Background: an optimization exercise with open tools, aiming at small area. Do not read the settings as production practice. Where RTL was checked, it was by simulation tests only, not by an equivalence proof against the original. No activity file was given, so power comes from the tool's default toggle rates.

==> wip/pepper <==
## alu_pipe
module alu_pipe (
  input  logic        clk,
  input  logic [4:0]  sel,
  input  logic [31:0] data1,
  input  logic [31:0] data2,
  output logic [31:0] result
);
clock: 4.0 ns
lec_check: 0
cap_margin: 20
core_margin: 2
core_utilization: 40
slew_margin: 20
standard.sh (not shown) runs the stock make flow with config.mk's settings and CLKGATE_MAP_FILE= SYNTH_SCRIPT=/design/flow/synth_recipe.tcl, a recipe that flattens the netlist after the stock synthesis.
==> flow/flow/run.sh <==
#!/bin/bash
# Own layout flow: the standard ORFS flow (standard.sh) with these changes:
#  - synthesis (flow/synth_cells.tcl): the standard flow's synthesis script, except that the ALU's gate
#    modules are mapped one-to-one onto sky130hd cells (flow/cells_map.v) before Yosys's synth,
#    ABC maps the rest with flow/abc.script, and no full/half-adder cells are extracted;
#  - port buffers are the smallest buffer, buf_1;
#  - clock tree from clkbuf_8 cells, without dummy loads;
#  - power (and so area) recovery after global routing.
# Each tool's full output is in the ORFS logs under orfs/logs/; make's output is in standard_flow.log.
set -euo pipefail
here=$(pwd)
export OWN_ABC_SCRIPT=$here/flow/abc.script
export OWN_CELL_MAP=$here/flow/cells_map.v
bash standard.sh \
  SYNTH_SCRIPT=$here/flow/synth_cells.tcl \
  ADDER_MAP_FILE= \
  "BUFFER_PORTS_ARGS=-buffer_cell sky130_fd_sc_hd__buf_1" \
  "CTS_ARGS=-sink_clustering_enable -repair_clock_nets -buf_list sky130_fd_sc_hd__clkbuf_8 -root_buf sky130_fd_sc_hd__clkbuf_8 -dont_use_dummy_load" \
  RECOVER_POWER=100 \
  finish > standard_flow.log 2>&1
Other scripts of this flow, unchanged in this note and not shown: flow/flow/abc.script, flow/flow/cells_map.v, flow/flow/synth_cells.tcl
==> wip/nickel: changes against wip/pepper <==
--- a/flow/design.v
+++ b/flow/design.v
@@ -30,18 +30,18 @@
   assign arith = lo & ~sel[2] & ~sel[1];                  
   assign e_gn  = ~(lo & ~sel[2] & sel[1]);                
   assign e_pn  = ~(lo & ((~sel[2] & sel[1] & sel[0]) | (sel[2] & ~sel[1] & ~sel[0])));   
   assign s_shl = lo & sel[2] & ~sel[1] & sel[0];          
   assign s_shr = lo & sel[2] & sel[1];                    
   assign s_sra = lo & sel[2] & sel[1] & sel[0];           
   assign s_gt  = ~sel[4] & sel[3] & ~sel[2] & ~sel[1] & ~sel[0];   
   assign s_lt  = ~sel[4] & sel[3] & ~sel[2] & ~sel[1] & sel[0];    
-  assign inv   = sel[3] | (sel[0] & ~sel[1]);
-  assign cin   = sel[0];
+  assign inv   = ~sel[4] & ~sel[2] & ~sel[1] & (sel[3] | sel[0]);   
+  assign cin   = ~sel[4] & ~sel[2] & ~sel[1] & sel[0];              
   assign cinn  = ~cin;
   logic n1, n2, n3, n4, n5, n6, n7, n8, n9, n10, n11, n12;
   logic n13, n14, n15, n16, n17, n18, n19, n20, n21, n22, n23, n24;
   logic n25, n26, n27, n28, n29, n30, n31, n32, n33, n34, n35, n36;
   logic n37, n38, n39, n40, n41, n42, n43, n44, n45, n46, n47, n48;
   logic n49, n50, n51, n52, n53, n54, n55, n56, n57, n58, n59, n60;
   logic n61, n62, n63, n64, n65, n66, n67, n68, n69, n70, n71, n72;
   logic n73, n74, n75, n76, n77, n78, n79, n80, n81, n82, n83, n84;
Settings changed: SETUP_SLACK_MARGIN set to -0.3.
==> metrics.md <==
| Metric | Value |
|---|---|
| Status | finished clean |
| Most frequent cells in the layout | dfxtp_1 (101), buf_1 (101), xnor2_1 (54) |
| Final worst-path cycle share | 0.956 |
| Worst skew pair latency | 0.36 ns |
| Worst R2R Setup Slack | 0.18 ns |
| Syn_area_per_cell | 9.99 um^2 |
The numbers above come from wip/nickel.

==> metrics.md <==
| Metric | Value |
|---|---|
| Status | finished clean |
| Logic pwr share | 0.258 |
| Most frequent cells in the layout | dfxtp_1 (101), buf_1 (101), nand2_1 (48) |
| Post-DP Area | 0.00473 mm^2 |
| Syn_area_per_cell | 9.98 um^2 |
| Mapped Area | about 0.0041 mm^2 |
| Adder-Cell Fraction of Synth Area | 0 |
| Slew headroom | 0.344 |
| Final worst-path cycle share | 0.909 |
| Simple-gate area share of the yosys netlist | 0.0721 |
The numbers above come from wip/pepper.

Function not checked in wip/pepper: the RTL went through the layout flow alone.

========
==> run a <==
alu_pipe, a different RTL version from the one above (not shown whole).
==> module alu, before the edit <==
module alu (
  input  logic [4:0]  sel,
  input  logic [31:0] data1,
  input  logic [31:0] data2,
  output logic [31:0] result
);
  logic lo, arith, inv, cin, s_and, s_or, s_xor, s_shl, s_shr, s_sra, s_gt, s_lt;
  assign lo    = (sel[4:3] == 2'b00);
  assign arith = lo & (sel[2:1] == 2'b00);             
  assign s_and = lo & (sel[2:0] == 3'd2);
  assign s_or  = lo & (sel[2:0] == 3'd3);
  assign s_xor = lo & (sel[2:0] == 3'd4);
  assign s_shl = lo & (sel[2:0] == 3'd5);
  assign s_shr = lo & sel[2] & sel[1];                  
  assign s_sra = lo & (sel[2:0] == 3'd7);
  assign s_gt  = (sel == 5'd8);
  assign s_lt  = (sel == 5'd9);
  assign inv   = (sel == 5'd1) | s_gt | s_lt;
  assign cin   = (sel == 5'd1) | s_lt;
  logic [31:0] a, x, p, g;
  assign a = data1;
  assign x = data2 ^ {32{inv}};
  assign p = a ^ x;
  assign g = a & x;
  localparam int K = 4;
  localparam int NB = 32 / K;
  logic [32:0] c;
  logic [NB:0] cb;
  assign cb[0] = cin;
  genvar i, j;
  generate
    for (i = 0; i < NB; i++) begin : blk
      logic [K-1:0] gc;   
      logic [K-1:0] pc;   
      for (j = 0; j < K; j++) begin : bit_
        if (j == 0) begin
          assign gc[j] = g[i*K];
          assign pc[j] = p[i*K];
        end else begin
          assign gc[j] = g[i*K+j] | (p[i*K+j] & gc[j-1]);
          assign pc[j] = p[i*K+j] & pc[j-1];
        end
      end
      assign cb[i+1] = gc[K-1] | (pc[K-1] & cb[i]);
      assign c[i*K] = cb[i];
      for (j = 1; j < K; j++) begin : rip
        assign c[i*K+j] = g[i*K+j-1] | (p[i*K+j-1] & c[i*K+j-1]);
      end
    end
  endgenerate
  assign c[32] = cb[NB];
  logic [31:0] sum, lg, sh;
  assign sum = p ^ c[31:0];
  assign lg  = ({32{s_and}} & (data1 & data2)) | ({32{s_or}} & (data1 | data2)) | ({32{s_xor}} & p);
  assign sh  = ({32{s_shl}} & {a[30:0], 1'b0}) | ({32{s_shr}} & {a[31] & s_sra, a[31:1]});
  logic cmp;
  assign cmp = (s_gt & c[32]) | (s_lt & ~c[32]);
  assign result = ({32{arith}} & sum) | lg | sh | {31'd0, cmp};
endmodule
==> flow/config.mk <==
export PLATFORM = sky130hd
export DESIGN_NAME = alu_pipe
export DESIGN_NICKNAME = alu_pipe
export VERILOG_FILES = /design/flow/design.v
export SDC_FILE = /design/flow/constraint.sdc
export NUM_CORES = 4
export LEC_CHECK = 0
export ABC_AREA = 1
export CAP_MARGIN = 20
export CORE_MARGIN = 2
export CORE_UTILIZATION = 40
export SLEW_MARGIN = 20
==> flow/constraint.sdc <==
create_clock -name core_clock -period 4.0 [get_ports {clk}]
set_input_delay 0.8000 -clock core_clock [delete_from_list [all_inputs] [get_ports {clk}]]
set_output_delay 0.8000 -clock core_clock [all_outputs]
set_load 0.01 [all_outputs]
run.sh (not shown) runs the stock make flow with config.mk's settings and CLKGATE_MAP_FILE= SYNTH_SCRIPT=/design/flow/synth_recipe.tcl, a recipe that flattens the netlist after the stock synthesis.
Stock flow here: none of the scripts above is used.
==> inputs of run b, as changes to run a <==
==> flow/flow/run.sh (new file) <==
#!/bin/bash
# Own layout flow: the standard ORFS flow with a few make-variable overrides.
#  - ADDER_MAP_FILE empty: no full/half-adder cell extraction; ABC maps the adder logic.
#  - port buffers use the smallest buffer (buf_1) instead of the resizer's pick.
#  - power/area recovery after global routing.
set -euo pipefail
bash standard.sh \
  ADDER_MAP_FILE= \
  "BUFFER_PORTS_ARGS=-buffer_cell sky130_fd_sc_hd__buf_1" \
  RECOVER_POWER=100 \
  finish > standard_flow.log 2>&1
==> flow/standard.sh (new file) <==
#!/bin/bash
# synth_recipe.tcl (not shown) runs the flow's synth.tcl, then flattens the netlist and writes it again
# the make line also repeats each setting of config.mk as NAME=value (left out here)
make -C /OpenROAD-flow-scripts/flow DESIGN_CONFIG=/design/flow/config.mk WORK_HOME=/design/flow/orfs CLKGATE_MAP_FILE= SYNTH_SCRIPT=/design/flow/synth_recipe.tcl "${@:-finish}"
removed: flow/run.sh
==> inputs of run c, as changes to run a <==
==> flow/design.v (replaced) <==
module alu_pipe (
  input  logic        clk,
  input  logic [4:0]  sel,
  input  logic [31:0] data1,
  input  logic [31:0] data2,
  output logic [31:0] result
);
  logic [4:0]  sel_q;
  logic [31:0] data1_q, data2_q, alu_y;
  always_ff @(posedge clk) begin
    sel_q   <= sel;
    data1_q <= data1;
    data2_q <= data2;
    result  <= alu_y;
  end
  alu u_alu (.sel(sel_q), .data1(data1_q), .data2(data2_q), .result(alu_y));
endmodule

module alu (
  input  logic [4:0]  sel,
  input  logic [31:0] data1,
  input  logic [31:0] data2,
  output logic [31:0] result
);
  logic lo, arith, inv, cin, e_p, e_g, s_shl, s_shr, s_sra, s_gt, s_lt;
  assign lo    = (sel[4:3] == 2'b00);
  assign arith = lo & ~sel[2] & ~sel[1];               
  assign e_g   = lo & ~sel[2] & sel[1];                
  assign e_p   = lo & ((~sel[2] & sel[1] & sel[0]) | (sel[2] & ~sel[1] & ~sel[0]));  
  assign s_shl = lo & sel[2] & ~sel[1] & sel[0];       
  assign s_shr = lo & sel[2] & sel[1];                 
  assign s_sra = sel[0];                               
  assign s_gt  = (sel == 5'd8);
  assign s_lt  = (sel == 5'd9);
  assign inv   = (lo & ~sel[2] & ~sel[1] & sel[0]) | s_gt | s_lt;    
  assign cin   = (lo & ~sel[2] & ~sel[1] & sel[0]) | s_lt;           
  logic [31:0] a, x, p, g;
  assign a = data1;
  assign x = data2 ^ {32{inv}};
  assign p = a ^ x;
  assign g = a & x;
  localparam int NB = 8;
  function automatic int S(input int k);
    case (k)
      0: S = 0;  1: S = 3;  2: S = 7;  3: S = 11; 4: S = 16;
      5: S = 21; 6: S = 26; 7: S = 30; default: S = 32;
    endcase
  endfunction
  logic [32:0] c;
  logic [NB:0] cb;
  assign cb[0] = cin;
  genvar i, j;
  generate
    for (i = 0; i < NB; i++) begin : blk
      assign c[S(i)] = cb[i];
      for (j = S(i); j < S(i+1); j++) begin : rip
        if (j + 1 < S(i+1)) assign c[j+1] = g[j] | (p[j] & c[j]);
      end
      if (i == 0) begin : first
        assign cb[i+1] = g[S(i+1)-1] | (p[S(i+1)-1] & c[S(i+1)-1]);
      end else begin : skip
        logic [S(i+1)-S(i)-1:0] gc, pc;
        for (j = 0; j < S(i+1)-S(i); j++) begin : grp
          if (j == 0) begin
            assign gc[j] = g[S(i)];
            assign pc[j] = p[S(i)];
          end else begin
            assign gc[j] = g[S(i)+j] | (p[S(i)+j] & gc[j-1]);
            assign pc[j] = p[S(i)+j] & pc[j-1];
          end
        end
        assign cb[i+1] = gc[S(i+1)-S(i)-1] | (pc[S(i+1)-S(i)-1] & cb[i]);
      end
    end
  endgenerate
  assign c[32] = cb[NB];
  logic [31:0] s, u, v;
  logic cmp;
  assign s = p ^ c[31:0];
  assign u = ({32{e_p}} & p) | ({32{e_g}} & g);
  assign v = ({32{s_shl}} & {a[30:0], 1'b0}) | ({32{s_shr}} & {a[31] & s_sra, a[31:1]});
  assign cmp = (s_gt & c[32]) | (s_lt & ~c[32]);
  assign result = ({32{arith}} & s) | u | v | {31'd0, cmp};
endmodule
==> flow/flow/run.sh (new file) <==
#!/bin/bash
# Own layout flow: the standard ORFS flow with a few make-variable overrides.
#  - ADDER_MAP_FILE empty: no full/half-adder cell extraction; ABC maps the adder logic.
#  - port buffers use the smallest buffer (buf_1) instead of the resizer's pick.
#  - power/area recovery after global routing.
set -euo pipefail
bash standard.sh \
  ADDER_MAP_FILE= \
  "BUFFER_PORTS_ARGS=-buffer_cell sky130_fd_sc_hd__buf_1" \
  RECOVER_POWER=100 \
  finish > standard_flow.log 2>&1
==> flow/standard.sh (new file) <==
#!/bin/bash
# synth_recipe.tcl (not shown) runs the flow's synth.tcl, then flattens the netlist and writes it again
# the make line also repeats each setting of config.mk as NAME=value (left out here)
make -C /OpenROAD-flow-scripts/flow DESIGN_CONFIG=/design/flow/config.mk WORK_HOME=/design/flow/orfs CLKGATE_MAP_FILE= SYNTH_SCRIPT=/design/flow/synth_recipe.tcl "${@:-finish}"
removed: flow/run.sh
==> qor summary <==
| quantity | run a | run c | run b |
|---|---|---|---|
| Run status | finished with violations | finished clean | finished clean |
| Layout check failures | setup timing | - | - |
| Post-Synthesis Cells | 519 | 619 | 698 |
| Worst setup path startpoint | sel_q[0]$_DFF_P_ | sel_q[0]$_DFF_P_ | sel_q[1]$_DFF_P_ |
| Global routing usage on met2 | 0.341 | 0.276 | 0.351 |
| Post-route worst hold slack | 0.512 ns | 0.533 ns | 0.532 ns |
| Worst Reg-to-Reg Cells | 27 | 31 | 25 |
| Pleak | 2.94 nW | 2.51 nW | 2.71 nW |
| Seq pwr share | 0.425 | 0.445 | 0.467 |
| Xor-xnor portion of the synthesized cell area | 0.0693 | 0.0835 | 0.0530 |
| Pwr Total | 2.66 mW | 2.46 mW | 2.39 mW |
| Cells resized by post-CTS repair | 19 | 0 | 0 |
| Post-detailed-route wirelength per cell | 16.4 um | 12.8 um | 14.4 um |
| Ratio of total power to cell area | 372 nW/um^2 | 444 nW/um^2 | 396 nW/um^2 |
| Clock net power | 0.931 mW | 0.961 mW | 0.844 mW |
| Placed instance area | 6460 um^2 | 5250 um^2 | 5740 um^2 |
| Detailed Place HPWL | 9430 um | 8140 um | 10400 um |
| Met1 Usage GRT | 0.271 | 0.232 | 0.256 |

========
==> inputs of zinc <==
alu_pipe, a different RTL version from the one above (not shown whole).
==> module alu, before the edit <==
module alu (
  input  logic [4:0]  sel,      
  input  logic [31:0] data1,    
  input  logic [31:0] data2,    
  output logic [31:0] result    
);
  always_comb begin
    unique case (sel)
      5'd0: result = $signed(data1) + $signed(data2);   
      5'd1: result = $signed(data1) - $signed(data2);   
      5'd2: result = data1 & data2;                     
      5'd3: result = data1 | data2;                     
      5'd4: result = data1 ^ data2;                     
      5'd5: result = data1 << 1;                        
      5'd6: result = data1 >> 1;                        
      5'd7: result = $signed(data1) >>> 1;              
      5'd8: result = (data1 > data2) ? 32'd1 : 32'd0;   
      5'd9: result = (data2 > data1) ? 32'd1 : 32'd0;   
      default: result = 32'd0;                          
    endcase
  end
endmodule
clock: 4.0 ns
lec_check: 0
cap_margin: 20
core_margin: 2
core_utilization: 40
slew_margin: 20
Stock flow here: none of the scripts above is used.
==> xenon (differences from zinc) <==
==> flow/design.v (replaced) <==
module alu_pipe (
  input  logic        clk,
  input  logic [4:0]  sel,
  input  logic [31:0] data1,
  input  logic [31:0] data2,
  output logic [31:0] result
);
  logic [4:0]  sel_q;
  logic [31:0] data1_q, data2_q, alu_y;
  always_ff @(posedge clk) begin
    sel_q   <= sel;
    data1_q <= data1;
    data2_q <= data2;
    result  <= alu_y;
  end
  alu u_alu (.sel(sel_q), .data1(data1_q), .data2(data2_q), .result(alu_y));
endmodule

module alu (
  input  logic [4:0]  sel,
  input  logic [31:0] data1,
  input  logic [31:0] data2,
  output logic [31:0] result
);
  logic lo, arith, inv, cin, s_and, s_or, s_xor, s_shl, s_shr, s_sra, s_gt, s_lt;
  assign lo    = (sel[4:3] == 2'b00);
  assign arith = lo & (sel[2:1] == 2'b00);             
  assign s_and = lo & (sel[2:0] == 3'd2);
  assign s_or  = lo & (sel[2:0] == 3'd3);
  assign s_xor = lo & (sel[2:0] == 3'd4);
  assign s_shl = lo & (sel[2:0] == 3'd5);
  assign s_shr = lo & sel[2] & sel[1];                  
  assign s_sra = lo & (sel[2:0] == 3'd7);
  assign s_gt  = (sel == 5'd8);
  assign s_lt  = (sel == 5'd9);
  assign inv   = (sel == 5'd1) | s_gt | s_lt;
  assign cin   = (sel == 5'd1) | s_lt;
  logic [31:0] a, x, p, g;
  assign a = data1;
  assign x = data2 ^ {32{inv}};
  assign p = a ^ x;
  assign g = a & x;
  localparam int K = 4;
  localparam int NB = 32 / K;
  logic [32:0] c;
  logic [NB:0] cb;
  assign cb[0] = cin;
  genvar i, j;
  generate
    for (i = 0; i < NB; i++) begin : blk
      logic [K-1:0] gc;   
      logic [K-1:0] pc;   
      for (j = 0; j < K; j++) begin : bit_
        if (j == 0) begin
          assign gc[j] = g[i*K];
          assign pc[j] = p[i*K];
        end else begin
          assign gc[j] = g[i*K+j] | (p[i*K+j] & gc[j-1]);
          assign pc[j] = p[i*K+j] & pc[j-1];
        end
      end
      assign cb[i+1] = gc[K-1] | (pc[K-1] & cb[i]);
      assign c[i*K] = cb[i];
      for (j = 1; j < K; j++) begin : rip
        assign c[i*K+j] = g[i*K+j-1] | (p[i*K+j-1] & c[i*K+j-1]);
      end
    end
  endgenerate
  assign c[32] = cb[NB];
  logic [31:0] sum, lg, sh;
  assign sum = p ^ c[31:0];
  assign lg  = ({32{s_and}} & (data1 & data2)) | ({32{s_or}} & (data1 | data2)) | ({32{s_xor}} & p);
  assign sh  = ({32{s_shl}} & {a[30:0], 1'b0}) | ({32{s_shr}} & {a[31] & s_sra, a[31:1]});
  logic cmp;
  assign cmp = (s_gt & c[32]) | (s_lt & ~c[32]);
  assign result = ({32{arith}} & sum) | lg | sh | {31'd0, cmp};
endmodule
==> impl_metrics.tcl <==
set metrics [dict create \
    status "complete, but fails checks" \
    check.faults "negative setup slack" \
    multi_input_area_share_pct 42.95 \
    crit_start "sel_q[2]" \
    power_switching_uw 692.6 \
    holdPathEnd "result[30]" \
    intPower_uw 2018 \
    syn_avg_cell_area_sq_um 10.60 \
    ys_top_cells_by_area "dfxtp_1, fa_1, ha_1" \
    mostFrequentLayoutCells "clkdlybuf4s50_1, dfxtp_1, buf_4" \
    grt_pass1_vias 4221 \
    syn_inst 474 \
    final.setup.worst_slack_ns -0.1624 \
    setup-violations-final 9 \
    grt_use_total_pct 20.84 \
]
(the above is from xenon)
==> impl_metrics.tcl <==
set metrics [dict create \
    status "timing/DRC/antenna clean" \
    power_switching_uw 953.3 \
    ys_top_cells_by_area "dfxtp_1, ha_1, a21oi_1" \
    syn_inst 1010 \
    setup-violations-final 0 \
    mostFrequentLayoutCells "ha_1, a21oi_1, clkdlybuf4s50_1" \
    syn_avg_cell_area_sq_um 7.964 \
    final.setup.worst_slack_ns 0.6205 \
    grt_use_total_pct 22.33 \
    crit_start "data1_q[0]" \
]
(the above is from zinc)

[what the ideal ports hide]
No port has a modelled driver above. Below, the same layouts with a new extraction and two added sets of constraints.
Step 1 sets driving cells, clkbuf_16 on the clock port and buf_2 on the other inputs (assumed; they add their load-dependent delay and slew).
Step 2 adds t to the input delays and takes it off the output delays; t is the mean of the earliest and latest rising clock arrival at the registers after step 1. Input paths then give back, and output paths get back, about the clock's delay inside the block.
Three values: ideal, step 1, step 2; two values: the first two.
| run | shift t [ns] | setup slack, ns | slew at the worst register clock pin (ns) | worst slew at a driven data input, ns |
|---|---|---|---|---|
| wip/pepper | 0.385 | 0.362 / 0.362 / 0.362 | 0.10 / 0.10 | 0.04 |
| wip/nickel | 0.382 | 0.175 / 0.175 / 0.175 | 0.09 / 0.09 | 0.03 |
| run a | 0.390 | -0.131 / -0.131 / -0.131 | 0.07 / 0.07 | 0.05 |
| run b | 0.390 | 0.497 / 0.497 / 0.497 | 0.07 / 0.07 | 0.04 |
| run c | 0.391 | 0.626 / 0.626 / 0.626 | 0.07 / 0.07 | 0.03 |
| zinc | 0.397 | 0.621 / 0.621 / 0.621 | 0.07 / 0.07 | 0.04 |
| xenon | 0.394 | -0.162 / -0.162 / -0.162 | 0.06 / 0.06 | 0.04 |
